From an optimization exercise on the open Yosys and OpenROAD flow, aimed at small area; shortcuts taken in it are not production practice.
At most, simulation tests tie the RTL to the original design; equivalence was not proved.
Only the layout flow was run in run 2; the RTL was not checked for function there.
In run 7 the design's own scripts or RTL, not TritonCTS, make the clock network.
The flow treats the clock pin as an ideal source. Dropping or thinning the clock tree relies on that and would not hold on a real chip.
Power and IR drop assume default switching activity.

[flow/design.v]
module EggTimer(CLOCK_50, KEY, SW, HEX3, HEX2, HEX1, HEX0, LEDR);
	input CLOCK_50;
	input [2:0] KEY;
	input [7:0] SW;
	output [6:0] HEX3;
	output [6:0] HEX2;
	output [6:0] HEX1;
	output [6:0] HEX0;
	output [9:0] LEDR;
	wire clk = CLOCK_50;
	wire reset = ~KEY[0];
	wire set = ~KEY[1];
	wire startStop = ~KEY[2];
	reg [13:0] ca;
	reg ba;
	wire fa = ca[13] ^ (ca[5] & ca[8]);
	wire lastA = (ca[13] & ca[12] & ca[11] & ~ca[10] & ca[9] & ~ca[8] & ~ca[7] & ~ca[4] & ~ca[3] & ~ca[2] & ~ca[1] & ~ca[0]);   
	wire prevA = (~ca[13] & ~ca[12] & ~ca[11] & ~ca[10] & ca[9] & ~ca[8] & ca[7] & ca[6] & ca[3] & ca[2] & ca[1] & ca[0]);   
	wire step = lastA & ~ba;    
	wire pre = prevA & ~ba;     
	always @(posedge clk) begin
		ca <= (reset | lastA) ? 14'd0 : {~ca[12:0], fa};
		ba <= ~reset & (ba ^ lastA);
	end
	reg [13:0] cb;
	reg bb;
	wire fb = cb[13] ^ (cb[5] & cb[8]);
	wire lastB = (cb[13] & cb[10] & cb[9] & cb[8] & cb[7] & cb[5] & ~cb[4] & ~cb[3] & cb[2] & cb[1] & ~cb[0]);   
	always @(posedge clk) begin
		cb <= (reset | lastB) ? 14'd0 : {~cb[12:0], fb};
		bb <= ~reset & (bb ^ lastB);
	end
	reg [3:0] so, mo;
	reg [2:0] st, mt;
	wire zso = (so == 4'd0);
	wire zst = (st == 3'd0);
	wire zmo = (mo == 4'd0);
	wire zmt = (mt == 3'd0);
	wire flat = zso & zst & zmo & zmt;
	reg [2:0] state;
	localparam SS = 3'd0;
	localparam SM1 = 3'd1;
	localparam SM0 = 3'd3;
	localparam SM = 3'd7;
	localparam W = 3'd2;
	localparam R = 3'd4;
	localparam F = 3'd6;
	wire [2:0] nstate;
	assign nstate[0] = (state[0] & ~set) | (~state[0] & ~state[1] & ~state[2] & set);
	assign nstate[1] = (state[0]) | (state[1] & ~startStop) | (state[2] & startStop) | (state[2] & flat) | (~state[1] & ~state[2] & set & pre);
	assign nstate[2] = (state[0] & ~set & ~pre) | (~state[0] & state[1] & startStop) | (~state[0] & state[2] & ~startStop) | (state[0] & state[2] & ~set);
	wire shift = (~state[2]);
	wire holdsel = (state[0]);
	wire loadsel = (~state[1] & ~state[2]) | (state[0]);
	wire ldhisel = (state[0] & state[2]);
	wire decsel = (~state[1] & state[2]);
	wire ledsel = (~state[0] & state[1] & state[2]);
	always @(posedge clk) state <= reset ? SS : nstate;
	reg [3:0] cO; reg [2:0] cT;
	always @(*) begin
		case (SW[3:0])
			4'd0: cO = 4'd0;
			4'd1: cO = 4'd1;
			4'd2: cO = 4'd2;
			4'd3: cO = 4'd3;
			4'd4: cO = 4'd4;
			4'd5: cO = 4'd5;
			4'd6: cO = 4'd6;
			4'd7: cO = 4'd7;
			4'd8: cO = 4'd8;
			4'd9: cO = 4'd9;
			4'd10: cO = 4'd9;
			4'd11: cO = 4'd9;
			4'd12: cO = 4'd9;
			4'd13: cO = 4'd9;
			4'd14: cO = 4'd9;
			4'd15: cO = 4'd9;
		endcase
		case (SW[7:4])
			4'd0: cT = 3'd0;
			4'd1: cT = 3'd7;
			4'd2: cT = 3'd4;
			4'd3: cT = 3'd6;
			4'd4: cT = 3'd3;
			4'd5: cT = 3'd2;
			4'd6: cT = 3'd2;
			4'd7: cT = 3'd2;
			4'd8: cT = 3'd2;
			4'd9: cT = 3'd2;
			4'd10: cT = 3'd2;
			4'd11: cT = 3'd2;
			4'd12: cT = 3'd2;
			4'd13: cT = 3'd2;
			4'd14: cT = 3'd2;
			4'd15: cT = 3'd2;
		endcase
	end
	wire [3:0] dso;
	assign dso[0] = (~so[0]);
	assign dso[1] = (~so[0] & so[3]) | (so[0] & so[1]) | (~so[0] & ~so[1] & so[2]);
	assign dso[2] = (~so[0] & so[3]) | (so[0] & so[2]) | (so[1] & so[2]);
	assign dso[3] = (~so[0] & ~so[1] & ~so[2] & ~so[3]) | (so[0] & so[3]);
	wire [2:0] dst;
	assign dst[0] = (~st[0] & st[1] & ~st[2]) | (~st[1] & st[2]);
	assign dst[1] = (~st[2]) | (~st[1]);
	assign dst[2] = (st[0] & ~st[2]) | (~st[0] & st[2]);
	wire [3:0] dmo;
	assign dmo[0] = (~mo[0]);
	assign dmo[1] = (~mo[0] & mo[3]) | (mo[0] & mo[1]) | (~mo[0] & ~mo[1] & mo[2]);
	assign dmo[2] = (~mo[0] & mo[3]) | (mo[0] & mo[2]) | (mo[1] & mo[2]);
	assign dmo[3] = (~mo[0] & ~mo[1] & ~mo[2] & ~mo[3]) | (mo[0] & mo[3]);
	wire [2:0] dmt;
	assign dmt[0] = (~mt[0] & mt[1] & ~mt[2]) | (~mt[1] & mt[2]);
	assign dmt[1] = (~mt[2]) | (~mt[1]);
	assign dmt[2] = (mt[0] & ~mt[2]) | (~mt[0] & mt[2]);
	reg [6:0] lo, hi;
	wire [6:0] c = {cT, cO};
	wire hold = pre & holdsel;
	always @(posedge clk) begin
		if (shift) lo <= hi;
		if (!hold) hi <= c;
	end
	wire load = step & loadsel;
	wire dec = step & decsel & ~flat;
	wire loadhi = step & ldhisel;   
	always @(posedge clk) begin
		if (reset) begin
			so <= 4'd0; st <= 3'd0; mo <= 4'd0; mt <= 3'd0;
		end else begin
			if (load) {st, so} <= lo;
			else if (dec) begin
				so <= dso;
				if (zso) st <= dst;
			end
			if (loadhi) {mt, mo} <= hi;
			else if (dec) begin
				if (zso & zst) mo <= dmo;
				if (zso & zst & zmo) mt <= dmt;
			end
		end
	end
	reg led;
	always @(posedge clk) led <= ledsel & bb;
	assign LEDR = {10{led}};
	assign HEX0[0] = (so[0] & ~so[1] & ~so[2] & ~so[3]) | (~so[0] & ~so[1] & so[2]);
	assign HEX0[1] = (so[0] & ~so[1] & so[2]) | (~so[0] & so[1] & so[2]);
	assign HEX0[2] = (~so[0] & so[1] & ~so[2]);
	assign HEX0[3] = (so[0] & ~so[1] & ~so[2]) | (~so[0] & ~so[1] & so[2]) | (so[0] & so[1] & so[2]);
	assign HEX0[4] = (so[0]) | (~so[1] & so[2]);
	assign HEX0[5] = (so[0] & ~so[2] & ~so[3]) | (so[1] & ~so[2]) | (so[0] & so[1]);
	assign HEX0[6] = (~so[1] & ~so[2] & ~so[3]) | (so[0] & so[1] & so[2]);
	assign HEX1[0] = (st[0]);
	assign HEX1[1] = (~st[0] & st[1] & ~st[2]);
	assign HEX1[2] = (~st[1] & st[2]);
	assign HEX1[3] = (st[0]);
	assign HEX1[4] = (st[1]);
	assign HEX1[5] = (st[2]);
	assign HEX1[6] = (~st[1] & ~st[2]) | (st[0] & st[2]);
	assign HEX2[0] = (mo[0] & ~mo[1] & ~mo[2] & ~mo[3]) | (~mo[0] & ~mo[1] & mo[2]);
	assign HEX2[1] = (mo[0] & ~mo[1] & mo[2]) | (~mo[0] & mo[1] & mo[2]);
	assign HEX2[2] = (~mo[0] & mo[1] & ~mo[2]);
	assign HEX2[3] = (mo[0] & ~mo[1] & ~mo[2]) | (~mo[0] & ~mo[1] & mo[2]) | (mo[0] & mo[1] & mo[2]);
	assign HEX2[4] = (mo[0]) | (~mo[1] & mo[2]);
	assign HEX2[5] = (mo[0] & ~mo[2] & ~mo[3]) | (mo[1] & ~mo[2]) | (mo[0] & mo[1]);
	assign HEX2[6] = (~mo[1] & ~mo[2] & ~mo[3]) | (mo[0] & mo[1] & mo[2]);
	assign HEX3[0] = (mt[0]);
	assign HEX3[1] = (~mt[0] & mt[1] & ~mt[2]);
	assign HEX3[2] = (~mt[1] & mt[2]);
	assign HEX3[3] = (mt[0]);
	assign HEX3[4] = (mt[1]);
	assign HEX3[5] = (mt[2]);
	assign HEX3[6] = (~mt[1] & ~mt[2]) | (mt[0] & mt[2]);
endmodule
[flow/flow/run.sh]
#!/bin/bash
# Own layout flow: the standard layout (standard.sh) with three changes:
#  - synthesis: the standard synthesis runs first (netlist and log kept in
#    std_synth/). Then the same script (flow/synth.tcl) runs once per ABC script
#    in flow/abc/ (area-oriented mappings of the logic between registers), four
#    at a time, each in its own ORFS work folder own_synth/NAME/orfs (logs there
#    and in own_synth/NAME/make.log); the smallest netlist is laid out.
#    Registers are the standard synthesis's cells, and get its instance names
#    (flow/rename_regs.py matches them by the net they drive).
#  - the port buffers use the smallest buffer cell;
#  - clock tree synthesis uses clkbuf_4 and inserts no dummy loads.
# Every tool's output goes to a log file in this folder (std_synth.log,
# own_synth/*/make.log, standard_flow.log and ORFS's logs under orfs/logs/).
set -euo pipefail
W=$PWD
SUB=$FLOW_PLATFORM/EggTimer/base
R=$W/orfs/results/$SUB
L=$W/orfs/logs/$SUB
bash standard.sh synth > std_synth.log 2>&1
mkdir -p std_synth own_synth
cp $R/1_2_yosys.v std_synth/netlist.v
cp $L/1_2_yosys.log std_synth/1_2_yosys.log
export OWN_FLOW_DIR=$W/flow
export OWN_STD_NETLIST=$W/std_synth/netlist.v
one() {
  local s=$1 n; n=$(basename $s .abc)
  mkdir -p $W/own_synth/$n
  if OWN_ABC_SCRIPT=$s bash $W/standard.sh WORK_HOME=$W/own_synth/$n/orfs SYNTH_SCRIPT=$W/flow/synth.tcl synth > $W/own_synth/$n/make.log 2>&1; then
    grep -oE "Chip area for module .*: [0-9.]+" $W/own_synth/$n/orfs/reports/$SUB/synth_stat.txt | awk '{print $NF}' > $W/own_synth/$n/area.txt
  fi
}
i=0
for s in $W/flow/abc/*.abc; do
  one $s &
  i=$((i + 1))
  if (( i % 4 == 0 )); then wait; fi
done
wait
best=""; best_area=""
for s in $W/flow/abc/*.abc; do
  n=$(basename $s .abc)
  if [[ -s own_synth/$n/area.txt ]]; then
    a=$(cat own_synth/$n/area.txt)
    echo "$n $a" >> own_synth/areas.txt
    if [[ -z "$best" ]] || awk "BEGIN{exit !($a < $best_area)}"; then best=$n; best_area=$a; fi
  else
    echo "$n failed" >> own_synth/areas.txt
  fi
done
[[ -n "$best" ]]
echo "best $best $best_area" >> own_synth/areas.txt
rm -f $R/1_synth.odb $R/1_synth.sdc $R/1_2_yosys.v $R/1_2_yosys.sdc
cp own_synth/$best/orfs/results/$SUB/1_2_yosys.v own_synth/$best/orfs/results/$SUB/1_2_yosys.sdc $R/
export OWN_ABC_SCRIPT=$W/flow/abc/$best.abc
export BUFFER_PORTS_ARGS="-buffer_cell sky130_fd_sc_hd__buf_1"
export CTS_ARGS="-sink_clustering_enable -repair_clock_nets -dont_use_dummy_load -buf_list sky130_fd_sc_hd__clkbuf_4"
bash standard.sh SYNTH_SCRIPT=$W/flow/synth.tcl finish > standard_flow.log 2>&1
[flow/flow/abc/j10s0.abc]
strash
&get -n
&st
&deepsyn -J 10 -T 300 -S 0
&dch
&nf -R 1000 -p
&put
topo
[flow/flow/abc/j10s1.abc]
strash
&get -n
&st
&deepsyn -J 10 -T 300 -S 1
&dch
&nf -R 1000 -p
&put
topo
[flow/flow/abc/j10s2.abc]
strash
&get -n
&st
&deepsyn -J 10 -T 300 -S 2
&dch
&nf -R 1000 -p
&put
topo
[flow/flow/abc/j10s3.abc]
strash
&get -n
&st
&deepsyn -J 10 -T 300 -S 3
&dch
&nf -R 1000 -p
&put
topo
[flow/flow/abc/j200s0.abc]
strash
&get -n
&st
&deepsyn -J 200 -T 300 -S 0
&dch
&nf -R 1000 -p
&put
topo
[flow/flow/abc/j200s1.abc]
strash
&get -n
&st
&deepsyn -J 200 -T 300 -S 1
&dch
&nf -R 1000 -p
&put
topo
[flow/flow/abc/j50s0.abc]
strash
&get -n
&st
&deepsyn -J 50 -T 300 -S 0
&dch
&nf -R 1000 -p
&put
topo
[flow/flow/abc/j50s1.abc]
strash
&get -n
&st
&deepsyn -J 50 -T 300 -S 1
&dch
&nf -R 1000 -p
&put
topo
[flow/flow/abc/j50s2.abc]
strash
&get -n
&st
&deepsyn -J 50 -T 300 -S 2
&dch
&nf -R 1000 -p
&put
topo
[flow/flow/abc/j50s3.abc]
strash
&get -n
&st
&deepsyn -J 50 -T 300 -S 3
&dch
&nf -R 1000 -p
&put
topo
[flow/flow/abc/j50s4.abc]
strash
&get -n
&st
&deepsyn -J 50 -T 300 -S 4
&dch
&nf -R 1000 -p
&put
topo
[flow/flow/abc/j50s5.abc]
strash
&get -n
&st
&deepsyn -J 50 -T 300 -S 5
&dch
&nf -R 1000 -p
&put
topo
[flow/flow/abc/j50s6.abc]
strash
&get -n
&st
&deepsyn -J 50 -T 300 -S 6
&dch
&nf -R 1000 -p
&put
topo
[flow/flow/abc/j50s7.abc]
strash
&get -n
&st
&deepsyn -J 50 -T 300 -S 7
&dch
&nf -R 1000 -p
&put
topo
[flow/flow/abc/nf2.abc]
strash
&get -n
&st
&syn2
&dch -f
&nf -R 1000
&st
&syn2
&dch -f
&nf -R 1000
&put
topo
[flow/flow/rename_regs.py]
#!/usr/bin/env python3
"""Give each register of our netlist the instance name the standard synthesis
gave the register that drives the same net (registers are matched by their Q
net, and the cell type must match). An unrelated net or cell that already uses
such a name is renamed out of the way first. usage: rename_regs.py STD.v OWN.v"""
import re, sys

INST = re.compile(r'^\s*(sky130_fd_sc_hd__\w+)\s+(\\\S+|[A-Za-z_][\w$]*)\s*\(', re.M)

def regs(text):
    out = {}
    for m in INST.finditer(text):
        cell, name = m.group(1), m.group(2)
        if not re.search(r'__(s?e?df|sdf)', cell):
            continue
        body = text[m.end():text.index(';', m.end())]
        q = re.search(r'\.Q\(\s*(\\\S+|[\w$\[\]]+)\s*\)', body)
        if not q:
            sys.exit(f'register {name} has no Q connection')
        out[name] = (cell, q.group(1).strip())
    return out

def tok(name):
    if name.startswith('\\'):
        return re.compile(re.escape(name) + r'(?=\s)')
    return re.compile(r'(?<![\w$\\])' + re.escape(name) + r'(?![\w$])')

def sub(text, old, new):
    return tok(old).sub(lambda m: new, text)

std_text = open(sys.argv[1]).read()
text = open(sys.argv[2]).read()
std = {q: (name, cell) for name, (cell, q) in regs(std_text).items()}
own = regs(text)
if len(std) != len(own):
    sys.exit(f'register count differs: standard {len(std)}, own {len(own)}')
plan = []
for name, (cell, q) in own.items():
    if q not in std:
        sys.exit(f'no standard register drives {q}')
    sname, scell = std[q]
    if scell != cell:
        sys.exit(f'register on {q}: cell {cell}, standard {scell}')
    if sname != name:
        plan.append((name, sname))
for i, (name, _) in enumerate(plan):
    text = sub(text, name, f'my_tmp_reg_{i}')
n = 0
for _, sname in plan:
    if tok(sname).search(text):
        while tok(f'_own{n}_').search(text):
            n += 1
        text = sub(text, sname, f'_own{n}_' if not sname.startswith('\\') else f'\\own{n}_' )
        n += 1
for i, (_, sname) in enumerate(plan):
    text = sub(text, f'my_tmp_reg_{i}', sname + (' ' if sname.startswith('\\') else ''))
check = regs(text)
assert {q: (nm, c) for nm, (c, q) in check.items()} == std, 'renaming failed'
open(sys.argv[2], 'w').write(text)
print(f'renamed {len(plan)} registers')
[flow/flow/synth.tcl]
# The standard synthesis script (synth_recipe.tcl), with two changes: the
# ABC step maps the combinational logic with flow/synth.abc (area-oriented)
# instead of ORFS's speed script, and the registers, which ABC does not touch,
# get the instance names the standard synthesis gave them (flow/rename_regs.py,
# matching each register by the net it drives).
proc synth {args} { yosys synth -nofsm -noshare {*}$args }
proc abc {args} {
  set i [lsearch -exact $args -script]
  if { $i >= 0 } { lset args [expr {$i + 1}] $::env(OWN_ABC_SCRIPT) }
  yosys abc {*}$args
}
source $::env(SCRIPTS_DIR)/synth.tcl
# left out here: clear keep_hierarchy, flatten, clean up, hide names made inside functions, write 1_2_yosys.v
puts [exec python3 $::env(OWN_FLOW_DIR)/rename_regs.py $::env(OWN_STD_NETLIST) $::env(RESULTS_DIR)/1_2_yosys.v]
[flow/standard.sh]
#!/bin/bash
# synth_recipe.tcl (not shown) runs the flow's synth.tcl, then flattens the netlist and writes it again
# the make line also repeats each setting of config.mk as NAME=value (left out here)
make -C /OpenROAD-flow-scripts/flow DESIGN_CONFIG=/design/flow/config.mk WORK_HOME=/design/flow/orfs CLKGATE_MAP_FILE= SYNTH_SCRIPT=/design/flow/synth_recipe.tcl "${@:-finish}"
[flow/config.mk]
export PLATFORM = sky130hd
export DESIGN_NAME = EggTimer
export DESIGN_NICKNAME = EggTimer
export VERILOG_FILES = /design/flow/design.v
export SDC_FILE = /design/flow/constraint.sdc
export NUM_CORES = 4
export LEC_CHECK = 0
export CAP_MARGIN = 20
export CORE_MARGIN = 2
export CORE_UTILIZATION = 40
export SLEW_MARGIN = 20
[flow/constraint.sdc]
create_clock -name core_clock -period 20.0 [get_ports {CLOCK_50}]
set_input_delay 4.0000 -clock core_clock [delete_from_list [all_inputs] [get_ports {CLOCK_50}]]
set_output_delay 4.0000 -clock core_clock [all_outputs]
set_load 0.01 [all_outputs]
==> flow_summary.toml, run 1 <==
[status]
status = "no timing/DRC/antenna violations"

[global_routing]
antenna_found_initial = 0
grt_pass1_wl_um = 7231
grt_max_degree = 16
grtUsageTotal = 0.1474
grt_overflow = 0
grt_pass1_vias = 1602

[logic_synthesis]
syn_inst = 255
syn_area_um2 = 2435
synthesis.nets = 268
ys.warnings.count = 1
avgSynthCellArea_um2 = 9.548

[sta]
period_share = 0.2817
fin_ws_ns = 14.37
maxSlewHeadroom = 0.4541
fin_worst_skew_ns = 0.03709
rsz0062_at_grt = "false"
hold_viol = 0
worst_pin_slew_ns = 0.8119
setup_violations = 0
finalSetupTns_ns = 0
min_period_ns = 5.634
slew_viol_final = 0
max_freq_mhz = 177.5
timing.hold.ws_ns = 0.3888

[final_layout]
nNetsFinal = 316
stdcell_count = 376
fill_cells = 584
syn2layout_area_growth_pct = 10.48
drive_gt1_frac = 0.02990
antenna_cells = 0

[min_path]
min_to = "cb[7]"
min_from = "cb[6]"
hold_class = "flip-flop to flip-flop"
whs_path_depth = 1

[drt]
met2_length_um = 1835
wl_met1_um = 2339
dr.pass1.iters = 4
totalWireLength_um = 4553
top_layer_used = "met4"
met3_length_um = 283
viasPerCell = 5.019
post_drt_wl_per_cell_um = 12.11
antenna_left = 0
dr.first_iter.drc_count = 93
via_count = 1887
drc_errors = 0

[setup_path]
crit_arrival_ns = 5.88
r2r_slack_ns = 16.84
r2r_cells = 11
path_class = "input pin to flip-flop"
cp_max_fo = 15
end_kind = "flip-flop"
r2r_end = "mt[0]"
startpoint_type = "input pin"
cp.required_ns = 20.25
r2r_start = "ca[4]"

[clock_network]
hold_buffers = 0
cts_resized = 0
post_cts_buffers = 0
insertion_delay_ns = 0.40
tritoncts = "yes"
clk_path_buf_depth = 2
htreeDepth = 3
clk_pin_slew_ns = 0.12
numCtsBuffers = 9
cts-root-buf = "clkbuf_4"
cts.sinks = 62

[placement]
dp_slack_ns = 14.03
gp_congestion = 0.7804
dp_hpwl_um = 3297
dp.cells = 367
io_buffers = 49

[floorplan]
die_w_um = 82.02
start_util = 0.4137
die_height_um = 82.02
core_area_um2 = 5886
io_pins = 50
fp.dieArea_um2 = 6727
rows = 28

[pwr]
power_uw = 206.7
leakage_uw = 0.001002
power_frac_clock = 0.279
pwr-share-comb = 0.045
ir_worst_vdd_mv = 0.03637
p_seq_frac = 0.675
p_per_area_nw_per_um2 = 76.85
p_switching_uw = 46.58
p_sw_frac = 0.2253
internal_power_uw = 160.2

[job]
max_cap_viol_count = 0
## worst max-delay path, cell delays in order
cell and delay, ns:
buf_1 0.43, nand2_1 0.12, o31ai_1 0.68, nor2b_1 0.19, nand2_1 0.14, o21ai_0 0.08
a31oi_1 0.15, o31ai_1 0.09
## routing by layer
metal	track usage	up-vias
li1	-	985
met1	0.2006	827
met2	0.2049	67
met3	0.03736	8
met4	0.09833	0
met5	0	-
## area by class of cell
class                           count  area (um2)  area share
Inverter                            5       18.77    0.006977
Clock buffer                        9       67.56     0.02512
Multi-Input combinational cell    176       944.7      0.3512
Sequential cell                    62        1381      0.5135
Tap cell                           75       93.84     0.03488
Timing Repair Buffer               49       183.9     0.06837
## flip-flops by register name, summed over array words and instances, names as in the netlist, 2 cells and up, named ones only
signal / count
state: 2
hi: 7
ca: 14
mo: 4
mt: 3
cb: 14
st: 3
lo: 7
so: 4
## how the worst max path moves through the flow
stage                      start       to  slack (ns)  cells after the start
after CTS                  so[0]  HEX0[1]       14.38                      6
after floorplan           KEY[0]    so[1]       14.70                      7
after global placement    KEY[0]    so[1]       14.06                      8
after global routing      KEY[0]    mo[1]       14.14                      7
final                     KEY[0]    so[1]       14.37                      8
after detailed placement  KEY[0]    so[1]       14.03                      8
## cell usage in the layout (no fill, tap or decap), types with 2 or more instances in the layout
master and count:
a21boi_0 2, a21oi_1 9, a32oi_1 3, buf_1 49
clkbuf_4 9, clkinv_1 5, dfxtp_1 48, edfxtp_1 14
mux2i_1 2, nand2_1 31, nand2b_1 7, nand3_1 10
nand4_1 3, nand4b_1 2, nor2_1 44, nor2b_1 12
nor3_1 6, nor3b_1 4, nor4b_1 3, o211ai_1 3
o21ai_0 12, o31ai_1 4, or3_1 3, xor2_1 2
## metrics by stage
step	util	area, um2
after floorplan	-	2435
after global placement	0.4456	2623
after detailed placement	0.4456	2623
after CTS	0.4571	2690
after global routing	0.4571	2690
final	0.4571	2690
## power groups by stage
stage	Sequential, uW	Clock [uW]	Combinational (uW)
floorplan	141	0	6.77
global placement	143	0	9.24
detailed placement	143	0	9.47
CTS	140	59.9	9.49
global route	141	64.6	10.9
finish	140	57.8	9.31
==> run 2: changes to the inputs <==
--- a/flow/design.v
+++ b/flow/design.v
@@ -123,22 +123,16 @@
 	wire load = step & loadsel;
 	wire dec = step & decsel & ~flat;
 	wire loadhi = step & ldhisel;   
-	always @(posedge clk) begin
-		if (reset) begin
-			so <= 4'd0; st <= 3'd0; mo <= 4'd0; mt <= 3'd0;
-		end else begin
-			if (load) {st, so} <= lo;
-			else if (dec) begin
-				so <= dso;
-				if (zso) st <= dst;
-			end
-			if (loadhi) {mt, mo} <= hi;
-			else if (dec) begin
-				if (zso & zst) mo <= dmo;
-				if (zso & zst & zmo) mt <= dmt;
-			end
-		end
-	end
+	wire nr = ~reset;
+	wire dst_en = dec & zso, dmo_en = dec & zso & zst, dmt_en = dec & zso & zst & zmo;
+	wire so_l = nr & load, so_d = nr & dec, so_h = nr & ~load & ~dec;
+	always @(posedge clk) so <= ({4{so_l}} & lo[3:0]) | ({4{so_d}} & dso) | ({4{so_h}} & so);
+	wire st_l = nr & load, st_d = nr & dst_en, st_h = nr & ~load & ~dst_en;
+	always @(posedge clk) st <= ({3{st_l}} & lo[6:4]) | ({3{st_d}} & dst) | ({3{st_h}} & st);
+	wire mo_l = nr & loadhi, mo_d = nr & dmo_en, mo_h = nr & ~loadhi & ~dmo_en;
+	always @(posedge clk) mo <= ({4{mo_l}} & hi[3:0]) | ({4{mo_d}} & dmo) | ({4{mo_h}} & mo);
+	wire mt_l = nr & loadhi, mt_d = nr & dmt_en, mt_h = nr & ~loadhi & ~dmt_en;
+	always @(posedge clk) mt <= ({3{mt_l}} & hi[6:4]) | ({3{mt_d}} & dmt) | ({3{mt_h}} & mt);
 	reg led;
 	always @(posedge clk) led <= ledsel & bb;
 	assign LEDR = {10{led}};
==> run 2 against run 1 <==
Compared with the run above:
- still clean on timing, DRC and antenna
- non-clock buffer count unchanged
- critical endpoint is now mt[2]
- wire length up 0.51%
- synthesized cell count down 0.39%
==> flow_summary.toml, run 2 <==
[floorplan]
die_height_um = 81.54
fp.dieArea_um2 = 6648
core_area_um2 = 5851
die_w_um = 81.54
start_util = 0.4110
rows = 28
io_pins = 50

[setup_path]
r2r_cells = 12
path_cells = "buf_1, nand3_1, nor2_1, o21ai_0, nor3_1, nand2b_1, nor2_1, nor2_1, a221o_1"
slowest_delay_ns = 0.45
timing.critical_path.mode_cell = "nor2_1"
r2r_end = "mt[2]"
slowest_stage = "nor3_1"
path_class = "input pin to flip-flop"
end_kind = "flip-flop"
r2r_start = "ca[7]"
startpoint_type = "input pin"
cp_max_fo = 14
r2r_slack_ns = 16.96
path_buf_inv = 1
cp.required_ns = 20.25
cpLargestDelayFamily = "simple AND/OR/NAND/NOR gates"
crit_arrival_ns = 6.15

[drt]
post_drt_wl_per_cell_um = 12.20
drc_errors = 0
antenna_left = 0
viasPerCell = 5.112
dr.pass1.iters = 4
dr.first_iter.drc_count = 110
via_count = 1917
totalWireLength_um = 4576

[job]
max_cap_viol_count = 0

[sta]
fin_ws_ns = 14.10
maxSlewHeadroom = 0.5803
rsz0062_at_grt = "false"
setup_violations = 0
finalSetupTns_ns = 0
max_freq_mhz = 169.4
min_period_ns = 5.903
slew_viol_final = 0
worst_pin_slew_ns = 0.6230
hold_viol = 0
fin_worst_skew_ns = 0.03425
period_share = 0.2951
timing.hold.ws_ns = 0.3896

[global_routing]
grt_pass1_wl_um = 7693
grt_max_degree = 15
antenna_found_initial = 0
grt_pass1_vias = 1686
grtUsageTotal = 0.1551
grt_overflow = 0

[pwr]
p_switching_uw = 46.97
pwr-share-comb = 0.045
ir_worst_vdd_mv = 0.03853
leakage_uw = 0.001028
p_seq_frac = 0.677
power_frac_clock = 0.278
internal_power_uw = 159.9
p_per_area_nw_per_um2 = 77.75
p_sw_frac = 0.2271

[clock_network]
post_cts_buffers = 0
numCtsBuffers = 9
clk_path_buf_depth = 2
cts-root-buf = "clkbuf_4"
tritoncts = "yes"
cts_resized = 0
insertion_delay_ns = 0.39
clk_pin_slew_ns = 0.10
htreeDepth = 3
hold_buffers = 0
cts.sinks = 62

[placement]
dp_slack_ns = 13.71
postPlaceCellArea_um2 = 2592
io_buffers = 49
gp_congestion = 0.8239
dp.cells = 366
dp_hpwl_um = 3397

[logic_synthesis]
ys.warnings.count = 1
syn_inst = 254
syn_area_um2 = 2405
avgSynthCellArea_um2 = 9.468
synthesis.nets = 267

[status]
status = "no timing/DRC/antenna violations"

[final_layout]
nNetsFinal = 315
reg_top3 = "ca: 14 flops, cb: 14 flops"
syn2layout_area_growth_pct = 10.61
antenna_cells = 0
stdcell_count = 375
fin_area_um2 = 2660
layout_common_cells = "49 x nor2_1, 49 x buf_1, 48 x dfxtp_1"
fill_cells = 599
drive_gt1_frac = 0.03000

[min_path]
min_from = "cb[6]"
min_to = "cb[7]"
hold_class = "flip-flop to flip-flop"
whs_path_depth = 1
==> run 2: cell types whose count changed in the layout (fill, tap and decap cells not counted), sizes merged, moves of 3 or more <==
cell and delta:
a221o +7, nand2 -5, nor2 +5, nor4 +4, o31ai -4, a22oi +3, a32oi -3, nor3 +3
nor4b -3, o21ai +3
==> run 2: metal layers <==
layer / vias to the layer above / global-route usage / wire [um]
li1: 983 / - / -
met1: 864 / 0.2123 / 2278
met2: 60 / 0.2254 / 1964
met3: 10 / 0.02967 / 226
met4: 0 / 0.09661 / 106
met5: - / 0 / 0
==> run 2: power groups by stage <==
stage / Sequential [uW] / Combinational, uW / Clock [uW]
floorplan: 141 / 6.60 / 0
global placement: 143 / 9.17 / 0
detailed placement: 143 / 9.50 / 0
CTS: 140 / 9.57 / 60.8
global route: 141 / 11.2 / 65.2
finish: 140 / 9.34 / 57.4
==> run 2: per-stage QoR <==
| stage | total power (uW) | utilization |
|---|---|---|
| finish | 206.8 | 0.4547 |
| global route | 217.5 | 0.4547 |
| CTS | 210.5 | 0.4547 |
| detailed placement | 152.4 | 0.4431 |
| global placement | 152.1 | 0.4431 |
| floorplan | 147.9 | - |
==> run 2: worst reg2reg max path, cell delays in order (launching register included) <==
cell	delay [ns]
dfxtp_1	0.34
nor4_1	0.28
nand4_1	0.12
nor4_1	0.26
ha_1	0.29
nand3_1	0.12
nor2_1	0.12
o21ai_0	0.23
nor3_1	0.45
nand2b_1	0.13
nor2_1	0.19
nor2_1	0.10
a221o_1	0.30
==> run 2: worst max-delay path by stage <==
stage                      start    end  slack (ns)  cells after the start
after CTS                 KEY[0]  mt[2]       14.10                      9
after floorplan           KEY[0]  mt[0]       14.55                      8
after detailed placement  KEY[0]  mt[2]       13.71                      9
after global routing      KEY[0]  mt[2]       13.62                      9
after global placement    KEY[0]  mt[0]       13.75                      9
final                     KEY[0]  mt[2]       14.10                      9
==> run 2: area by class of cell <==
type / instances / area, um2 / area share
flip-flops and latches: 62 / 1381 / 0.5193
multi-input cells: 174 / 910.9 / 0.3424
repair buffers: 49 / 183.9 / 0.06914
well taps: 75 / 93.84 / 0.03528
clock buffers: 9 / 67.56 / 0.02540
inverters: 6 / 22.52 / 0.008467
==> run 3: changes to the inputs <==
--- a/flow/design.v
+++ b/flow/design.v
@@ -41,20 +41,20 @@
 	localparam SS = 3'd0;
 	localparam SM1 = 3'd1;
 	localparam SM0 = 3'd3;
-	localparam SM = 3'd7;
-	localparam W = 3'd2;
-	localparam R = 3'd4;
-	localparam F = 3'd6;
+	localparam SM = 3'd2;
+	localparam W = 3'd7;
+	localparam R = 3'd6;
+	localparam F = 3'd4;
 	wire [2:0] nstate;
-	assign nstate[0] = (state[0] & ~set) | (~state[0] & ~state[1] & ~state[2] & set);
-	assign nstate[1] = (state[0]) | (state[1] & ~startStop) | (state[2] & startStop) | (state[2] & flat) | (~state[1] & ~state[2] & set & pre);
-	assign nstate[2] = (state[0] & ~set & ~pre) | (~state[0] & state[1] & startStop) | (~state[0] & state[2] & ~startStop) | (state[0] & state[2] & ~set);
-	wire shift = (~state[2]);
-	wire holdsel = (state[0]);
-	wire loadsel = (~state[1] & ~state[2]) | (state[0]);
-	wire ldhisel = (state[0] & state[2]);
-	wire decsel = (~state[1] & state[2]);
-	wire ledsel = (~state[0] & state[1] & state[2]);
+	assign nstate[0] = (state[0] & state[2] & ~startStop) | (~state[2] & set) | (~state[0] & state[1] & state[2] & startStop) | (state[0] & ~state[2] & pre);
+	assign nstate[1] = (state[0]) | (state[1] & ~flat) | (~state[2] & set & pre) | (state[1] & ~state[2]) | (state[1] & startStop);
+	assign nstate[2] = (state[2]) | (state[0] & set) | (state[1] & set);
+	wire shift = (~state[1]) | (state[0]);
+	wire holdsel = (state[0]) | (state[1]);
+	wire loadsel = (~state[2]);
+	wire ldhisel = (~state[0] & state[1] & ~state[2]);
+	wire decsel = (~state[0] & state[1] & state[2]);
+	wire ledsel = (~state[1] & state[2]);
 	always @(posedge clk) state <= reset ? SS : nstate;
 	reg [3:0] cO; reg [2:0] cT;
 	always @(*) begin
==> run 3 against run 2 <==
Compared with the run above:
- still clean
- synthesized area shrank 0.57%
- non-clock buffer count grew 1
- combinational power shrank 4.4%
- utilization shrank 0.11 points
- count of clock-buffer cells in the layout is the same
- total power shrank 0.75%
- cell count shrank 1.3%
- first-iteration DRC count shrank 33%
- highest routed layer unchanged
==> flow_summary.toml, run 3 <==
[status]
status = "no timing/DRC/antenna violations"

[global_routing]
grtUsageTotal = 0.1471
grt_overflow = 0
grt_pass1_vias = 1619
antenna_found_initial = 0
grt_max_degree = 15
grt_pass1_wl_um = 7300

[final_layout]
multi_input_area_um2 = 897.1
syn2layout_area_growth_pct = 10.99
layout_commonest_cell = "buf_1"
antenna_cells = 0
seq_area_um2 = 1381
reg_top3 = "ca: 14 flops, cb: 14 flops"
nNetsFinal = 310
layout_common_cells = "49 x buf_1, 48 x dfxtp_1, 42 x nor2_1"
fin_util = 0.4536
stdcell_count = 370
drive_gt1_frac = 0.03390
fill_cells = 576

[setup_path]
cp_max_fo = 14
crit_arrival_ns = 6.25
startpoint_type = "input pin"
cp.required_ns = 20.28
path_cells = "buf_1, clkinv_1, nor3b_1, nor2_1, a22oi_1, a21oi_1, a21o_1"
slowest_stage = "nor3b_1"
end_kind = "flip-flop"
slowest_delay_ns = 0.78
path_class = "input pin to flip-flop"

[pwr]
power_uw = 205.3
p_per_area_nw_per_um2 = 77.35
ir_worst_vdd_mv = 0.03227
leakage_uw = 0.001027

[sta]
maxSlewHeadroom = 0.3897
finalSetupTns_ns = 0
worst_pin_slew_ns = 0.9059
timing.hold.ws_ns = 0.3916
period_share = 0.2982
hold_viol = 0
slew_viol_final = 0
setup_violations = 0
rsz0062_at_grt = "false"
max_freq_mhz = 167.7
min_period_ns = 5.964
fin_worst_skew_ns = 0.05317

[logic_synthesis]
ys.warnings.count = 1
avgSynthCellArea_um2 = 9.641
syn_area_um2 = 2391
synthesis.nets = 261
syn_inst = 248

[floorplan]
fp.dieArea_um2 = 6612
die_height_um = 81.32
die_w_um = 81.32
io_pins = 50
rows = 28
core_area_um2 = 5851
start_util = 0.4087

[clock_network]
cts.sinks = 62
hold_buffers = 0
numCtsBuffers = 9
clk_pin_slew_ns = 0.12
tritoncts = "yes"
clk_path_buf_depth = 2
cts-root-buf = "clkbuf_4"
post_cts_buffers = 0
htreeDepth = 3
cts_resized = 0
insertion_delay_ns = 0.41

[drt]
drc_errors = 0
viasPerCell = 4.924
dr.first_iter.drc_count = 74
dr.pass1.iters = 4
totalWireLength_um = 4350
via_count = 1822
post_drt_wl_per_cell_um = 11.76
antenna_left = 0

[placement]
gp_congestion = 0.7651
dp.cells = 361
io_buffers = 49
dp_hpwl_um = 3259

[min_path]
hold_class = "flip-flop to flip-flop"

[job]
max_cap_viol_count = 0
run 3: worst max-delay path, delay by kind of cell:
family                 cells  cell delay, ns
AND/OR/NAND/NOR            2            1.06
buffers and inverters      2            0.71
AO/OA/AOI/OAI              3            0.48
run 3: path summary, 6_finish.rpt:
kind               start     end  slack, ns  cells after the start
hold / removal    cb[12]  cb[13]       0.39                      1
setup reg to reg   ca[7]   mt[2]      16.84                     12
setup / recovery  KEY[0]   st[1]      14.04                      7
hold reg to reg   cb[12]  cb[13]       0.39                      1
run 3: where the power goes:
group	total, uW	internal [uW]	switching, uW
Combinational	8.93	3.81	5.12
Clock	56.8	20.8	35.9
Sequential	140	135	4.40
run 3: final cells by class:
class | instances | area share
flip-flops and latches | 62 | 0.5205
multi-input cells | 168 | 0.3380
clock buffers | 9 | 0.02546
well taps | 75 | 0.03536
repair buffers | 50 | 0.07214
inverters | 6 | 0.008487
run 3: metal layers:
layer	vias to the layer above	track usage	part of all wire
met5	-	0	0
met4	0	0.09661	0.016
met3	6	0.03667	0.040
met2	40	0.2082	0.44
met1	828	0.1976	0.51
li1	948	-	-
run 3: through the flow:
stage | worst slack, ns | cell area, um2
final | 14.04 | 2654
after global routing | 13.87 | 2654
after CTS | 14.12 | 2654
after detailed placement | 13.72 | 2586
after global placement | 13.85 | 2586
after floorplan | 14.45 | 2391
==> run 4: changes to the inputs <==
==> flow/flow/abc/j50s10.abc (new file) <==
strash
&get -n
&st
&deepsyn -J 50 -T 300 -S 10
&dch
&nf -R 1000 -p
&put
topo
==> flow/flow/abc/j50s11.abc (new file) <==
strash
&get -n
&st
&deepsyn -J 50 -T 300 -S 11
&dch
&nf -R 1000 -p
&put
topo
==> flow/flow/abc/j50s12.abc (new file) <==
strash
&get -n
&st
&deepsyn -J 50 -T 300 -S 12
&dch
&nf -R 1000 -p
&put
topo
==> flow/flow/abc/j50s13.abc (new file) <==
strash
&get -n
&st
&deepsyn -J 50 -T 300 -S 13
&dch
&nf -R 1000 -p
&put
topo
==> flow/flow/abc/j50s14.abc (new file) <==
strash
&get -n
&st
&deepsyn -J 50 -T 300 -S 14
&dch
&nf -R 1000 -p
&put
topo
==> flow/flow/abc/j50s15.abc (new file) <==
strash
&get -n
&st
&deepsyn -J 50 -T 300 -S 15
&dch
&nf -R 1000 -p
&put
topo
==> flow/flow/abc/j50s16.abc (new file) <==
strash
&get -n
&st
&deepsyn -J 50 -T 300 -S 16
&dch
&nf -R 1000 -p
&put
topo
==> flow/flow/abc/j50s17.abc (new file) <==
strash
&get -n
&st
&deepsyn -J 50 -T 300 -S 17
&dch
&nf -R 1000 -p
&put
topo
==> flow/flow/abc/j50s18.abc (new file) <==
strash
&get -n
&st
&deepsyn -J 50 -T 300 -S 18
&dch
&nf -R 1000 -p
&put
topo
==> flow/flow/abc/j50s19.abc (new file) <==
strash
&get -n
&st
&deepsyn -J 50 -T 300 -S 19
&dch
&nf -R 1000 -p
&put
topo
==> flow/flow/abc/j50s8.abc (new file) <==
strash
&get -n
&st
&deepsyn -J 50 -T 300 -S 8
&dch
&nf -R 1000 -p
&put
topo
==> flow/flow/abc/j50s9.abc (new file) <==
strash
&get -n
&st
&deepsyn -J 50 -T 300 -S 9
&dch
&nf -R 1000 -p
&put
topo
--- a/flow/config.mk
+++ b/flow/config.mk
@@ -5,7 +5,7 @@
 export SDC_FILE = /design/flow/constraint.sdc
 export NUM_CORES = 4
 export LEC_CHECK = 0
-export CAP_MARGIN = 20
+export CAP_MARGIN = 0
 export CORE_MARGIN = 2
 export CORE_UTILIZATION = 40
-export SLEW_MARGIN = 20
+export SLEW_MARGIN = 0
==> run 4 against run 3 <==
Compared with the run above:
- combinational power hardly changed
- cell count stayed put
- sequential cell count stayed put
- via count stayed put
- wire length stayed put
- global-route usage stayed put
==> flow_summary.toml, run 4 <==
[drt]
dr.pass1.iters = 4
post_drt_wl_per_cell_um = 11.76
totalWireLength_um = 4350
drc_errors = 0
viasPerCell = 4.924
antenna_left = 0
via_count = 1822
dr.first_iter.drc_count = 74

[global_routing]
grt_max_degree = 15
grtUsageTotal = 0.1471
grt_pass1_vias = 1619
antenna_found_initial = 0
grt_overflow = 0
grt_pass1_wl_um = 7300

[clock_network]
clk_pin_slew_ns = 0.12
tritoncts = "yes"
hold_buffers = 0
cts.sinks = 62
cts-root-buf = "clkbuf_4"
numCtsBuffers = 9
insertion_delay_ns = 0.41
clk_path_buf_depth = 2
post_cts_buffers = 0
cts_resized = 0
htreeDepth = 3

[pwr]
leakage_uw = 0.001027
p_switching_uw = 45.46
ir_worst_vdd_mv = 0.03227
p_seq_frac = 0.680
pwr-share-comb = 0.044
p_sw_frac = 0.2214
p_per_area_nw_per_um2 = 77.35
internal_power_uw = 159.8
power_frac_clock = 0.277

[placement]
dp_hpwl_um = 3259
gp_congestion = 0.7651
io_buffers = 49

[setup_path]
slowest_delay_ns = 0.78
end_kind = "flip-flop"
path_buf_inv = 2
path_cells = "buf_1, clkinv_1, nor3b_1, nor2_1, a22oi_1, a21oi_1, a21o_1"
cp.depth = 7
slowest_stage = "nor3b_1"
cpLargestDelayFamily = "simple AND/OR/NAND/NOR gates"
crit_arrival_ns = 6.25
r2r_cells = 12
cp.required_ns = 20.28
cp_max_fo = 14
path_class = "input pin to flip-flop"
startpoint_type = "input pin"

[logic_synthesis]
syn_inst = 248
avgSynthCellArea_um2 = 9.641
ys.warnings.count = 1
synthesis.nets = 261
syn_area_um2 = 2391

[sta]
period_share = 0.2982
rsz0062_at_grt = "false"
min_period_ns = 5.964
hold_viol = 0
maxSlewHeadroom = 0.3897
max_freq_mhz = 167.7
setup_violations = 0
slew_viol_final = 0
fin_worst_skew_ns = 0.05317
finalSetupTns_ns = 0
worst_pin_slew_ns = 0.9059
timing.hold.ws_ns = 0.3916

[final_layout]
layout_common_cells = "49 x buf_1, 48 x dfxtp_1, 42 x nor2_1"
syn2layout_area_growth_pct = 10.99
nNetsFinal = 310
drive_gt1_frac = 0.03390
layout_commonest_cell = "buf_1"
reg_top3 = "ca: 14 flops, cb: 14 flops"
antenna_cells = 0
fin_util = 0.4536

[floorplan]
io_pins = 50
core_area_um2 = 5851
die_height_um = 81.32
start_util = 0.4087
rows = 28
fp.dieArea_um2 = 6612
die_w_um = 81.32

[min_path]
whs_path_depth = 1
hold_class = "flip-flop to flip-flop"

[status]
status = "no timing/DRC/antenna violations"

[job]
max_cap_viol_count = 0
## run 4: layout make-up
| type | count | area (um2) |
|---|---|---|
| fillers | 576 | 3197 |
| flip-flops and latches | 62 | 1381 |
| multi-input cells | 168 | 897.1 |
| repair buffers | 50 | 191.4 |
| well taps | 75 | 93.84 |
| clock buffers | 9 | 67.56 |
| inverters | 6 | 22.52 |
## run 4: path summary, 6_finish.rpt
kind / from / to / slack, ns
setup / recovery: KEY[0] / st[1] / 14.04
hold reg to reg: cb[12] / cb[13] / 0.39
setup reg to reg: ca[7] / mt[2] / 16.84
hold / removal: cb[12] / cb[13] / 0.39
## run 4: routing by layer
metal,global-route usage,share of wire
met2,0.2082,0.44
met4,0.09661,0.016
met3,0.03667,0.040
met5,0,0
met1,0.1976,0.51
## run 4: power by group through the flow
stage          Clock, uW  Combinational [uW]  Sequential (uW)
6_report            56.8                8.93              140
5_1_grt             63.9                10.4              141
4_1_cts             59.3                9.08              140
3_5_place_dp           0                9.02              142
3_3_place_gp           0                8.72              142
2_1_floorplan          0                6.30              141
## run 4: stage by stage
| stage | worst slack (ns) | instances | cell area, um2 | power (uW) |
|---|---|---|---|---|
| 3_5_place_dp | 13.72 | 361 | 2586 | 151.5 |
| 6_report | 14.04 | 370 | 2654 | 205.3 |
| 3_3_place_gp | 13.85 | 361 | 2586 | 151.2 |
| 2_1_floorplan | 14.45 | 248 | 2391 | 147.3 |
| 4_1_cts | 14.12 | 370 | 2654 | 208.0 |
| 5_1_grt | 13.87 | 370 | 2654 | 215.1 |
==> run 5: changes to the inputs <==
--- a/flow/config.mk
+++ b/flow/config.mk
@@ -5,7 +5,8 @@
 export SDC_FILE = /design/flow/constraint.sdc
 export NUM_CORES = 4
 export LEC_CHECK = 0
-export CAP_MARGIN = 0
+export CAP_MARGIN = 20
 export CORE_MARGIN = 2
 export CORE_UTILIZATION = 40
-export SLEW_MARGIN = 0
+export GPL_TIMING_DRIVEN = 0
+export SLEW_MARGIN = 20
==> run 5 against run 4 <==
Compared with the run above:
- setup slack got worse by 0.048 ns
- utilization rose by 1.4 points
- non-clock buffer count rose by 11
- first-iteration DRC count rose by 14%
- synthesized area did not move
- critical endpoint unchanged
- largest cell class unchanged
- largest power group unchanged
==> flow_summary.toml, run 5 <==
[clock_network]
cts-root-buf = "clkbuf_4"
hold_buffers = 0
numCtsBuffers = 9
clk_path_buf_depth = 2
cts_resized = 0
cts.sinks = 62
insertion_delay_ns = 0.40
htreeDepth = 3
post_cts_buffers = 0
clk_pin_slew_ns = 0.10
tritoncts = "yes"

[placement]
io_buffers = 49
gp_congestion = 0.7994
dp.cells = 372
dp_hpwl_um = 3287

[setup_path]
path_buf_inv = 2
r2r_end = "mt[2]"
r2r_start = "ca[7]"
r2r_cells = 12
startpoint_type = "input pin"
end_kind = "flip-flop"
slowest_delay_ns = 0.80
slowest_stage = "nor3b_1"
cp_max_fo = 14
r2r_slack_ns = 16.91
crit_arrival_ns = 6.29
path_cells = "buf_1, clkinv_1, nor3b_1, nor2_1, a22oi_1, a21oi_1, a21o_1"
cp.required_ns = 20.28
path_class = "input pin to flip-flop"
cpLargestDelayFamily = "simple AND/OR/NAND/NOR gates"

[global_routing]
antenna_found_initial = 0
grt_max_degree = 15
grt_overflow = 0
grtUsageTotal = 0.1516
grt_pass1_wl_um = 7300
grt_pass1_vias = 1637

[sta]
worst_pin_slew_ns = 0.9244
rsz0062_at_grt = "false"
min_period_ns = 6.012
max_freq_mhz = 166.3
setup_violations = 0
finalSetupTns_ns = 0
maxSlewHeadroom = 0.3772
fin_worst_skew_ns = 0.02704
period_share = 0.3006
slew_viol_final = 0
hold_viol = 0

[drt]
dr.first_iter.drc_count = 84
drc_errors = 0
totalWireLength_um = 4454
viasPerCell = 4.982
via_count = 1898
antenna_left = 0
post_drt_wl_per_cell_um = 11.69
dr.pass1.iters = 4

[min_path]
min_from = "cb[12]"
min_to = "cb[13]"
hold_class = "flip-flop to flip-flop"
whs_path_depth = 1

[logic_synthesis]
ys.warnings.count = 1
synthesis.nets = 261
syn_inst = 248
avgSynthCellArea_um2 = 9.641
syn_area_um2 = 2391

[floorplan]
core_area_um2 = 5851
start_util = 0.4087
rows = 28
fp.dieArea_um2 = 6612
die_height_um = 81.32
die_w_um = 81.32
io_pins = 50

[status]
status = "no timing/DRC/antenna violations"

[final_layout]
layout_commonest_cell = "buf_1"
syn2layout_area_growth_pct = 14.44
stdcell_count = 381
nNetsFinal = 321
drive_gt1_frac = 0.06863
antenna_cells = 0
reg_top3 = "ca: 14 flops, cb: 14 flops"
layout_common_cells = "49 x buf_1, 48 x dfxtp_1, 42 x nor2_1"

[pwr]
p_per_area_nw_per_um2 = 75.36
leakage_uw = 0.001088
ir_worst_vdd_mv = 0.03377

[job]
max_cap_viol_count = 0
[run 5: how the worst max path moves through the flow]
stage | endpoint | from | slack (ns) | cells past startpoint
after floorplan | st[1] | KEY[0] | 14.45 | 6
after detailed placement | st[1] | KEY[0] | 13.61 | 7
after global routing | st[1] | KEY[0] | 13.69 | 7
after global placement | st[1] | KEY[0] | 13.60 | 7
after CTS | st[1] | KEY[0] | 13.99 | 7
final | st[1] | KEY[0] | 13.99 | 7
[run 5: layout make-up]
type / count / area (um2)
inverter: 6 / 22.52
buffer: 12 / 90.09
fill: 568 / 3114
sequential: 62 / 1381
clock buffer: 9 / 67.56
timing repair buffer: 49 / 183.9
multi-input combinational: 168 / 897.1
tap: 75 / 93.84
[run 5: per-stage QoR]
| step | hold slack (ns) | cell area, um2 | power (uW) | worst slack, ns | utilization |
|---|---|---|---|---|---|
| finish | 0.3882 | 2736 | 206.2 | 13.99 | 0.4677 |
| global route | 0.4006 | 2736 | 216.5 | 13.69 | 0.4677 |
| CTS | 0.3924 | 2736 | 208.6 | 13.99 | 0.4677 |
| detailed placement | 0.3781 | 2669 | 151.4 | 13.61 | 0.4562 |
| global placement | 0.3697 | 2669 | 151.0 | 13.60 | 0.4562 |
| floorplan | 0.3682 | 2391 | 147.3 | 14.45 | - |
[run 5: where the power goes]
group / switching, uW / internal [uW] / total (uW)
Combinational: 5.12 / 3.71 / 8.83
Clock: 36.9 / 20.9 / 57.8
Sequential: 4.44 / 135 / 140
[run 5: layer usage]
metal	vias up	global-route usage	wire length, um
met5	-	0	0
li1	976	-	-
met4	0	0.07627	109
met2	56	0.2295	1962
met1	855	0.1846	2138
met3	11	0.06333	244
==> run 6: changes to the inputs <==
--- a/flow/config.mk
+++ b/flow/config.mk
@@ -8,5 +8,4 @@
 export CAP_MARGIN = 20
 export CORE_MARGIN = 2
 export CORE_UTILIZATION = 40
-export GPL_TIMING_DRIVEN = 0
 export SLEW_MARGIN = 20
==> run 6 against run 5 <==
Compared with the run above:
- first-iteration DRC count is 12% lower
- wire length is 2.3% lower
- non-clock buffer count is 11 lower
- sequential cell count stayed put
- die area stayed put
- register-to-register slack worse by 0.07 ns
- combinational power is 1% higher
- via count is 4.0% lower
- fmax is 0.81% higher
- total power is 0.45% lower
- utilization is 1.4 points lower
==> flow_summary.toml, run 6 <==
[min_path]
min_from = "cb[12]"
hold_class = "flip-flop to flip-flop"
min_to = "cb[13]"
whs_path_depth = 1

[pwr]
leakage_uw = 0.001027
p_per_area_nw_per_um2 = 77.35
ir_worst_vdd_mv = 0.03227
power_uw = 205.3

[final_layout]
layout_commonest_cell = "buf_1"
reg_top3 = "ca: 14 flops, cb: 14 flops"
fill_cells = 576
nNetsFinal = 310
drive_gt1_frac = 0.03390
antenna_cells = 0
multi_input_area_um2 = 897.1
fin_area_um2 = 2654
layout_common_cells = "49 x buf_1, 48 x dfxtp_1, 42 x nor2_1"
stdcell_count = 370
seq_area_um2 = 1381
syn2layout_area_growth_pct = 10.99

[drt]
via_count = 1822
dr.first_iter.drc_count = 74
drc_errors = 0
antenna_left = 0
post_drt_wl_per_cell_um = 11.76
viasPerCell = 4.924
totalWireLength_um = 4350
dr.pass1.iters = 4

[setup_path]
cp.required_ns = 20.28
r2r_cells = 12
slowest_delay_ns = 0.78
end_kind = "flip-flop"
startpoint_type = "input pin"
crit_arrival_ns = 6.25
cp_max_fo = 14
r2r_slack_ns = 16.84
path_cells = "buf_1, clkinv_1, nor3b_1, nor2_1, a22oi_1, a21oi_1, a21o_1"
r2r_end = "mt[2]"
r2r_start = "ca[7]"
path_class = "input pin to flip-flop"
slowest_stage = "nor3b_1"

[logic_synthesis]
syn_area_um2 = 2391
synthesis.nets = 261
ys.warnings.count = 1
avgSynthCellArea_um2 = 9.641
syn_inst = 248

[sta]
rsz0062_at_grt = "false"
period_share = 0.2982
max_freq_mhz = 167.7
worst_pin_slew_ns = 0.9059
finalSetupTns_ns = 0
fin_worst_skew_ns = 0.05317
slew_viol_final = 0
setup_violations = 0
hold_viol = 0
maxSlewHeadroom = 0.3897
min_period_ns = 5.964
fin_ws_ns = 14.04

[global_routing]
grt_pass1_wl_um = 7300
grt_overflow = 0
antenna_found_initial = 0
grtUsageTotal = 0.1471
grt_pass1_vias = 1619
grt_max_degree = 15

[clock_network]
insertion_delay_ns = 0.41
post_cts_buffers = 0
hold_buffers = 0
clk_path_buf_depth = 2
clk_pin_slew_ns = 0.12
numCtsBuffers = 9
cts.sinks = 62
htreeDepth = 3
cts-root-buf = "clkbuf_4"
cts_resized = 0
tritoncts = "yes"

[placement]
dp.cells = 361
io_buffers = 49
dp_slack_ns = 13.72
postPlaceCellArea_um2 = 2586
gp_congestion = 0.7651
dp_hpwl_um = 3259

[floorplan]
core_area_um2 = 5851
die_height_um = 81.32
die_w_um = 81.32
start_util = 0.4087
rows = 28
fp.dieArea_um2 = 6612
io_pins = 50

[status]
status = "no timing/DRC/antenna violations"

[job]
max_cap_viol_count = 0
-- run 6: changes by cell type in the layout (fill, tap and decap cells not counted) --
cell / delta
o21ai_1: -1
buf_4: -11
o21ai_0: +1
-- run 6: where the power goes --
part	internal (uW)	leakage, uW	switching [uW]
combinational	3.81	0.000439	5.12
clock	20.8	0.0000414	35.9
sequential	135	0.000547	4.40
total	160	0.00103	45.5
-- run 6: stage by stage --
| step | hold slack, ns | util |
|---|---|---|
| after floorplan | 0.3682 | - |
| after global placement | 0.3709 | 0.4420 |
| after detailed placement | 0.3734 | 0.4420 |
| after CTS | 0.3919 | 0.4536 |
| after global routing | 0.3982 | 0.4536 |
| final | 0.3916 | 0.4536 |
-- run 6: worst max-delay path: cells and delay by family --
kind                   cells  cell delay (ns)
buffers and inverters      2             0.71
AO/OA/AOI/OAI              3             0.48
AND/OR/NAND/NOR            2             1.06
-- run 6: worst max-delay path by stage --
stage	to	cells past startpoint	from	slack, ns
after floorplan	st[1]	6	KEY[0]	14.45
after global placement	st[1]	7	KEY[0]	13.85
after detailed placement	st[1]	7	KEY[0]	13.72
after CTS	st[1]	7	KEY[0]	14.12
after global routing	st[1]	7	KEY[0]	13.87
final	st[1]	7	KEY[0]	14.04
-- run 6: area by class of cell --
| cell class | count | area share |
|---|---|---|
| Clock buffer | 9 | 0.02546 |
| Inverter | 6 | 0.008487 |
| Multi-Input combinational cell | 168 | 0.3380 |
| Sequential cell | 62 | 0.5205 |
| Tap cell | 75 | 0.03536 |
| Timing Repair Buffer | 50 | 0.07214 |
-- run 6: layer usage --
metal / global-route usage / up-vias / routed length, um
li1: - / 948 / -
met1: 0.1976 / 828 / 2201
met2: 0.2082 / 40 / 1906
met3: 0.03667 / 6 / 173
met4: 0.09661 / 0 / 69
met5: 0 / - / 0
==> run 7: changes to the inputs <==
--- a/flow/flow/run.sh
+++ b/flow/flow/run.sh
@@ -8,7 +8,9 @@
 #    Registers are the standard synthesis's cells, and get its instance names
 #    (flow/rename_regs.py matches them by the net they drive).
 #  - the port buffers use the smallest buffer cell;
-#  - clock tree synthesis uses clkbuf_4 and inserts no dummy loads.
+#  - clock tree synthesis runs as usual (clkbuf_4, no dummy loads), and then
+#    flow/post_cts.tcl replaces its tree by four buf_6 buffers that the clock
+#    port drives, one per cluster of register clock pins.
 # Every tool's output goes to a log file in this folder (std_synth.log,
 # own_synth/*/make.log, standard_flow.log and ORFS's logs under orfs/logs/).
 set -euo pipefail
@@ -53,5 +55,6 @@
 cp own_synth/$best/orfs/results/$SUB/1_2_yosys.v own_synth/$best/orfs/results/$SUB/1_2_yosys.sdc $R/
 export OWN_ABC_SCRIPT=$W/flow/abc/$best.abc
 export BUFFER_PORTS_ARGS="-buffer_cell sky130_fd_sc_hd__buf_1"
+export POST_CTS_TCL=$W/flow/post_cts.tcl
 export CTS_ARGS="-sink_clustering_enable -repair_clock_nets -dont_use_dummy_load -buf_list sky130_fd_sc_hd__clkbuf_4"
 bash standard.sh SYNTH_SCRIPT=$W/flow/synth.tcl finish > standard_flow.log 2>&1
==> flow/flow/post_cts.tcl (new file) <==
# ORFS POST_CTS_TCL hook (flow/run.sh sets it): replace the clock tree that
# clock_tree_synthesis built with four buf_6 clock buffers, each driving the
# register clock pins of one cluster (k-means on pin positions); the clock
# port drives the four buffers directly. Then legalize the placement.
set block [ord::get_db_block]
set db [ord::get_db]
set cell sky130_fd_sc_hd__buf_6
set K 4
set master [$db findMaster $cell]
set clkport_net [$block findNet [get_full_name [lindex [get_property [lindex [all_clocks] 0] sources] 0]]]
set sinks {}
set bufs {}
foreach inst [$block getInsts] {
  set m [[$inst getMaster] getName]
  if { [string match "*clkbuf*" $m] && [string match "clkbuf_*" [$inst getName]] } { lappend bufs $inst; continue }
  foreach it [$inst getITerms] {
    if { [[$it getMTerm] getName] eq "CLK" } { lappend sinks $it }
  }
}
set nets {}
foreach b $bufs {
  foreach it [$b getITerms] {
    set n [$it getNet]
    if { $n ne "NULL" && [$n getName] ne [$clkport_net getName] && [$n getSigType] ne "POWER" && [$n getSigType] ne "GROUND" } { lappend nets $n }
  }
}
set pts {}
foreach it $sinks {
  set bb [[$it getInst] getBBox]
  lappend pts [list [expr {([$bb xMin] + [$bb xMax]) / 2.0}] [expr {([$bb yMin] + [$bb yMax]) / 2.0}]]
  $it disconnect
}
foreach b $bufs { odb::dbInst_destroy $b }
foreach n [lsort -unique $nets] { catch { odb::dbNet_destroy $n } }
# k-means, deterministic start: sinks sorted by x+y, evenly spaced
set order [lsort -real -indices [lmap p $pts {expr {[lindex $p 0] + [lindex $p 1]}}]]
set cent {}
for {set k 0} {$k < $K} {incr k} {
  lappend cent [lindex $pts [lindex $order [expr {int(($k + 0.5) * [llength $pts] / $K)}]]]
}
for {set iter 0} {$iter < 50} {incr iter} {
  set asg {}
  foreach p $pts {
    set best 0; set bd 1e30
    for {set k 0} {$k < $K} {incr k} {
      set c [lindex $cent $k]
      set d [expr {abs([lindex $p 0] - [lindex $c 0]) + abs([lindex $p 1] - [lindex $c 1])}]
      if { $d < $bd } { set bd $d; set best $k }
    }
    lappend asg $best
  }
  set nc {}
  for {set k 0} {$k < $K} {incr k} {
    set sx 0; set sy 0; set cnt 0
    foreach p $pts a $asg { if { $a == $k } { set sx [expr {$sx + [lindex $p 0]}]; set sy [expr {$sy + [lindex $p 1]}]; incr cnt } }
    if { $cnt > 0 } { lappend nc [list [expr {$sx / $cnt}] [expr {$sy / $cnt}]] } else { lappend nc [lindex $cent $k] }
  }
  set cent $nc
}
$clkport_net setSigType CLOCK
for {set k 0} {$k < $K} {incr k} {
  set nb [odb::dbInst_create $block $master "clkbuf_leaf_$k"]
  set c [lindex $cent $k]
  $nb setLocation [expr {int([lindex $c 0])}] [expr {int([lindex $c 1])}]
  $nb setPlacementStatus PLACED
  set nn [odb::dbNet_create $block "clknet_leaf_$k"]
  $nn setSigType CLOCK
  [$nb findITerm A] connect $clkport_net
  [$nb findITerm X] connect $nn
  set cnt 0
  foreach it $sinks a $asg { if { $a == $k } { $it connect $nn; incr cnt } }
  puts "kbuf: buffer $k ($cell) drives $cnt clock pins"
}
global_connect
detailed_placement
check_placement -verbose
==> run 7 against run 6 <==
Compared with the run above:
- still clean on timing, DRC and antenna
- sequential power about the same
- first-iteration DRC count is 45% higher
- clock skew down 0.035 ns
- wire length is 2.2% lower
- critical path type unchanged
- critical endpoint unchanged
==> flow_summary.toml, run 7 <==
[clock_network]
insertion_delay_ns = 0.13
cts.sinks = 62
clk_pin_slew_ns = 0.10

[setup_path]
startpoint_type = "input pin"
path_class = "input pin to flip-flop"
path_buf_inv = 2
slowest_delay_ns = 0.79
crit_arrival_ns = 6.24
cpLargestDelayFamily = "simple AND/OR/NAND/NOR gates"
path_cells = "buf_1, clkinv_1, nor3b_1, nor2_1, a22oi_1, a21oi_1, a21o_1"
cp_max_fo = 14
end_kind = "flip-flop"
slowest_stage = "nor3b_1"
cp.required_ns = 20.02

[final_layout]
multi_input_area_um2 = 897.1
fill_cells = 574
reg_top3 = "ca: 14 flops, cb: 14 flops"
nNetsFinal = 305
drive_gt1_frac = 0.01724
syn2layout_area_growth_pct = 10.05
layout_commonest_cell = "buf_1"
seq_area_um2 = 1381
layout_common_cells = "49 x buf_1, 48 x dfxtp_1, 42 x nor2_1"
antenna_cells = 0

[floorplan]
rows = 28
start_util = 0.4087
core_area_um2 = 5851
fp.dieArea_um2 = 6612
die_w_um = 81.32
die_height_um = 81.32
io_pins = 50

[drt]
antenna_left = 0
viasPerCell = 4.986
drc_errors = 0
dr.first_iter.drc_count = 107
dr.pass1.iters = 4
totalWireLength_um = 4253
post_drt_wl_per_cell_um = 11.65
via_count = 1820

[global_routing]
grtUsageTotal = 0.1410
grt_pass1_wl_um = 7251
grt_pass1_vias = 1569
grt_max_degree = 18
antenna_found_initial = 0
grt_overflow = 0

[pwr]
ir_worst_vdd_mv = 0.03834
p_per_area_nw_per_um2 = 73.57
leakage_uw = 0.001010

[logic_synthesis]
ys.warnings.count = 1
syn_area_um2 = 2391
syn_inst = 248
synthesis.nets = 261
avgSynthCellArea_um2 = 9.641

[placement]
io_buffers = 49
gp_congestion = 0.7651
dp_hpwl_um = 3259
dp_slack_ns = 13.72

[job]
max_cap_viol_count = 0

[sta]
fin_worst_skew_ns = 0.01828
slew_viol_final = 0
min_period_ns = 6.222
rsz0062_at_grt = "false"
max_freq_mhz = 160.7
worst_pin_slew_ns = 0.9095
finalSetupTns_ns = 0
setup_violations = 0
hold_viol = 0
fin_ws_ns = 13.78
maxSlewHeadroom = 0.3873
period_share = 0.3111

[status]
status = "no timing/DRC/antenna violations"

[min_path]
hold_class = "flip-flop to flip-flop"
-- run 7: per-layer routing --
layer / wire (um) / GRT usage / vias up
met4: 51 / 0.04068 / 0
met3: 208 / 0.03667 / 5
met2: 1846 / 0.2090 / 45
met1: 2146 / 0.2018 / 830
li1: - / - / 940
met5: 0 / 0 / -
-- run 7: final timing paths --
kind               start    end  slack [ns]  depth (start not counted)
hold / removal     cb[6]  cb[7]        0.38                          1
hold reg to reg    cb[6]  cb[7]        0.38                          1
setup / recovery  KEY[0]  st[1]       13.78                          7
setup reg to reg   ca[7]  mt[1]       16.90                         12
-- run 7: stage by stage --
| step | power [uW] | utilization | hold slack (ns) | cell area [um2] | instances |
|---|---|---|---|---|---|
| 6_report | 193.6 | 0.4497 | 0.3752 | 2631 | 365 |
| 5_1_grt | 203.6 | 0.4497 | 0.4058 | 2631 | 365 |
| 3_5_place_dp | 151.5 | 0.4420 | 0.3734 | 2586 | 361 |
| 3_3_place_gp | 151.2 | 0.4420 | 0.3709 | 2586 | 361 |
| 2_1_floorplan | 147.3 | - | 0.3682 | 2391 | 248 |
-- run 7: area by class of cell --
type | instances | area share
plain buffers | 4 | 0.01712
inverters | 6 | 0.008559
multi-input cells | 168 | 0.3409
flip-flops and latches | 62 | 0.5250
well taps | 75 | 0.03566
repair buffers | 50 | 0.07275
-- run 7: power breakdown --
part / internal (uW) / switching (uW)
sequential: 135 / 4.40
clock: 16.1 / 29.0
combinational: 3.81 / 5.08

-- what the ideal ports hide --
The flow's constraints put no driver on any port. The routed layouts listed below were extracted and timed again, unchanged, in two steps. Step 1: set_driving_cell puts a clkbuf_16 on CLOCK_50 and a buf_2 on each other input, an assumption about the parent block. Step 2 also shifts input and output timing later by t, the mid clock arrival at the registers, as if the neighbouring blocks saw the same clock. Slacks: no drivers / after step 1 / after step 2; pairs: no drivers / after step 1.
run	shift t [ns]	setup WS [ns]	pins driven straight from the clock port
run 1	0.408	14.366 / 14.363 / 13.954	1
run 2	0.402	14.097 / 14.101 / 13.699	1
run 3	0.408	14.036 / 14.040 / 13.632	1
run 4	0.408	14.036 / 14.040 / 13.632	1
run 5	0.416	13.988 / 13.992 / 13.576	1
run 6	0.408	14.036 / 14.040 / 13.632	1
run 7	0.183	13.778 / 13.816 / 13.633	4
After both steps every run listed still meets setup and hold.
